From an optimization exercise on the open Yosys and OpenROAD flow, aimed at small area and a short achievable clock period; shortcuts taken in it are not production practice. The RTL was checked by simulation tests, not by an equivalence proof against the original design. No activity file was given, so power comes from the tool's default toggle rates.

== build 50 ==
// ula_top
module ula_top (
    input         clk,
    input  [31:0] in1,
    input  [31:0] in2,
    input  [4:0]  op,
    output [31:0] result,
    output        zero
);
For scale: roughly 100 flip-flops, ~100 I/O pins, roughly 0.0080 mm² of cells after synthesis.
Settings: LEC_CHECK=0, CAP_MARGIN=20, CORE_MARGIN=2, CORE_UTILIZATION=60, SETUP_SLACK_MARGIN=2.9, SLEW_MARGIN=20, TNS_END_PERCENT=5; clock period 5.5 ns.
standard.sh (not shown) runs the stock make flow with config.mk's settings and CLKGATE_MAP_FILE= SYNTH_SCRIPT=/design/flow/synth_recipe.tcl, a recipe that flattens the netlist after the stock synthesis.
==> flow/flow/run.sh <==
#!/bin/bash
# Own layout flow: the standard flow (standard.sh) with two changes:
#  - synthesis maps the logic with the ABC script in flow/abc.script
#    (registers are mapped by the standard steps, unchanged);
#  - the port buffers are plain buf_1 cells.
# Each tool's output goes to a log file in this folder.
set -euo pipefail
HERE=$(pwd)
# synthesis script: the standard one, with ORFS's synth.tcl calling abc with our script
sed "s#log_cmd abc {\*}\$abc_args#set abc_args [lreplace \$abc_args 1 1 $HERE/flow/abc.script]\n  log_cmd abc {*}\$abc_args#" \
    "$FLOW_HOME/scripts/synth.tcl" > "$HERE/synth_own.tcl"
grep -q "flow/abc.script" "$HERE/synth_own.tcl"
sed "s#source \$::env(SCRIPTS_DIR)/synth.tcl#source $HERE/synth_own.tcl#" synth_recipe.tcl > synth_recipe_own.tcl
grep -q "synth_own.tcl" synth_recipe_own.tcl
export BUFFER_PORTS_ARGS="-buffer_cell sky130_fd_sc_hd__buf_1"
bash standard.sh SYNTH_SCRIPT="$HERE/synth_recipe_own.tcl" finish > standard.log 2>&1
==> flow/flow/abc.script <==
&get -n
&st
&dch
&nf -D 1500
&put
buffer -c
topo
stime -c
upsize -c
dnsize -c
Build 50 completed every stage of the flow, and the final layout passed the timing, DRC and antenna checks.
What build 58 does differently from build 50 at the input level:
Settings: swapping 2.9 for 3.5 in SETUP_SLACK_MARGIN; clearing TNS_END_PERCENT, which used to be 5; swapping 60 for 40 in CORE_UTILIZATION.
Worst setup slack after placement (build 58 over build 50): increase, 310 ps. Final design utilization (build 58 over build 50): decrease, 7.5 points. Vias: build 58 more than build 50. Min fraction of power consumed by the clock network across build 58 and build 50: build 58. Summary of build 58 over build 50: die outline height shows an increase of about 22%; post-route cell area shows an increase of 0.0029 mm². Relative to build 50, the post-cts sizing count measured on build 58 has increased by more than 100%. | maximum single-stage delay on the critical path | higher: build 50 |. In the tables for build 58 and build 50, HPWL reported at the end of detailed placement reads lower with build 50.
[inputs] build 62 vs build 58
Settings: CTS_BUF_LIST newly set to sky130_fd_sc_hd__clkbuf_8; CORE_UTILIZATION changed from 40 to 60; SETUP_SLACK_MARGIN changed from 3.5 to 3.0.
==> flow/flow/abc.script <==
&get -n
&st
&dch
&nf -p -R 100
&put
buffer -c
topo
stime -c
upsize -c
dnsize -c
Notes after the runs:
Summary of build 62 over build 58: net count of the mapped netlist up 7.5%; filler-free cell count of the finished design fell by 73.
Of build 62 and build 58, build 62 shows the higher all-layer global routing usage, with build 58 below it.
The minimum clock period reported for build 62 is smaller than that of build 58 by 65 ps.
Looking at switching power share of the total, build 62 sits 2.0 points higher than build 58 does.
Between build 58 and build 62, the flow reports number of nets in the layout increasing slightly.
On worst setup slack after layout, build 58 loses to build 62.
Build 62 vs build 58, global-route met3 utilization went up by 1.5 points.
Summary — relative area change from synthesis to final layout, build 62 relative to build 58: lower, by 31 points.
The wire length of build 62 is lower than that of build 58.
Compared with build 58, build 62 shows a met2 usage in global routing that is 13 points higher.
The final layout from build 62, which completed every stage, passed the timing, DRC and antenna checks at the end of the flow.
Here is what was changed in the inputs of build 23 compared with build 62.
Settings: swapping 60 for 40 in CORE_UTILIZATION; clearing CTS_BUF_LIST, which used to be sky130_fd_sc_hd__clkbuf_8; swapping 3.0 for 3.2 in SETUP_SLACK_MARGIN.
==> flow/flow/abc.script <==
&get -n
&st
&dch
&nf -D 1500
&put
buffer -c
topo
stime -c
upsize -c
dnsize -c
==> run summary <==
Compared with build 62, in build 23 clock share of power increased 1.5 points; cell area after layout moved up; global-route usage decreased by 11 points relative to the old numbers; switching power as a share of total power decreased 1.7 points; via count saw a decrease.
Re final total negative setup slack: no difference whatsoever between build 62 and build 23.
Edits applied to the flow inputs when going from build 23 to build 20:
Settings: changing SETUP_SLACK_MARGIN from 3.2 to 2.9; changing CORE_UTILIZATION from 40 to 60.
==> comparison <==
Every run in the comparison, build 20 and build 23, completed the flow with a clean layout.
Build 23 leaves more setup margin than build 20.
Sum of net half-perimeters after detailed placement went down by a few percent going from build 23 to build 20.
On minimum setup slack among reg-to-reg paths: build 20 sits below build 23.
Global-route wire length before repair on build 20 is ahead of build 23.
Diff build 20 and build 23: sequential power share lower in build 23
Between build 23 and build 20, the flow reports via-per-instance ratio increasing by a few percent.
Build 20 vs build 23, fraction of area in clock buffers and inverters went up by 0.47 points.
What build 87 does differently from build 20 at the input level:
Settings: an added CTS_BUF_LIST of sky130_fd_sc_hd__clkbuf_8; a change of CORE_UTILIZATION from 60 to 70.
Notes after the runs:
- Sort build 20 and build 87 by layout cell share with drive strength beyond 1 asc -> top: build 20
- Changes observed in build 87 relative to build 20: path depth of the worst reg2reg path rose 1, critical path depth in cells +1.

==> port drivers added, routing unchanged <==
The flow's constraints put no driver on any port. The routed layouts listed below were extracted and timed again, unchanged, in two steps. Step 1 (the two cells are an assumption about what drives the block):
set clk [get_ports {clk}]
set_driving_cell -lib_cell sky130_fd_sc_hd__clkbuf_16 $clk
set_driving_cell -lib_cell sky130_fd_sc_hd__buf_2 [delete_from_list [all_inputs] $clk]
Step 2 moves the port delays by t, midway between the first and last clock arrival at a register: inputs arrive t later, outputs are due t later. That takes back most of the time a late clock gives input paths. Slacks: ideal / step 1 / step 2; pairs: ideal / step 1.
run | t (ns) | setup slack, ns | worst hold slack (ns) | worst register clock-pin slew, ns | worst data-port slew with drivers (ns)
build 50 | 0.410 | 2.826 / 2.826 / 2.634 | 0.507 / 0.507 / 0.507 | 0.08 / 0.08 | 0.04
build 58 | 0.416 | 2.873 / 2.882 / 2.465 | 0.512 / 0.512 / 0.512 | 0.08 / 0.08 | 0.08
build 62 | 0.448 | 2.939 / 2.899 / 2.507 | 0.512 / 0.512 / 0.512 | 0.11 / 0.11 | 0.06
build 23 | 0.415 | 3.001 / 2.951 / 2.613 | 0.499 / 0.499 / 0.499 | 0.07 / 0.07 | 0.06
build 20 | 0.411 | 2.927 / 2.927 / 2.630 | 0.497 / 0.497 / 0.497 | 0.08 / 0.08 | 0.04
build 87 | 0.435 | 2.616 / 2.616 / 2.553 | 0.474 / 0.474 / 0.474 | 0.12 / 0.12 | 0.04
After both steps every run listed still meets setup and hold. The setup slack of build 62, which loses most, moves by -0.040 ns with the drivers and by -0.432 ns with both steps.
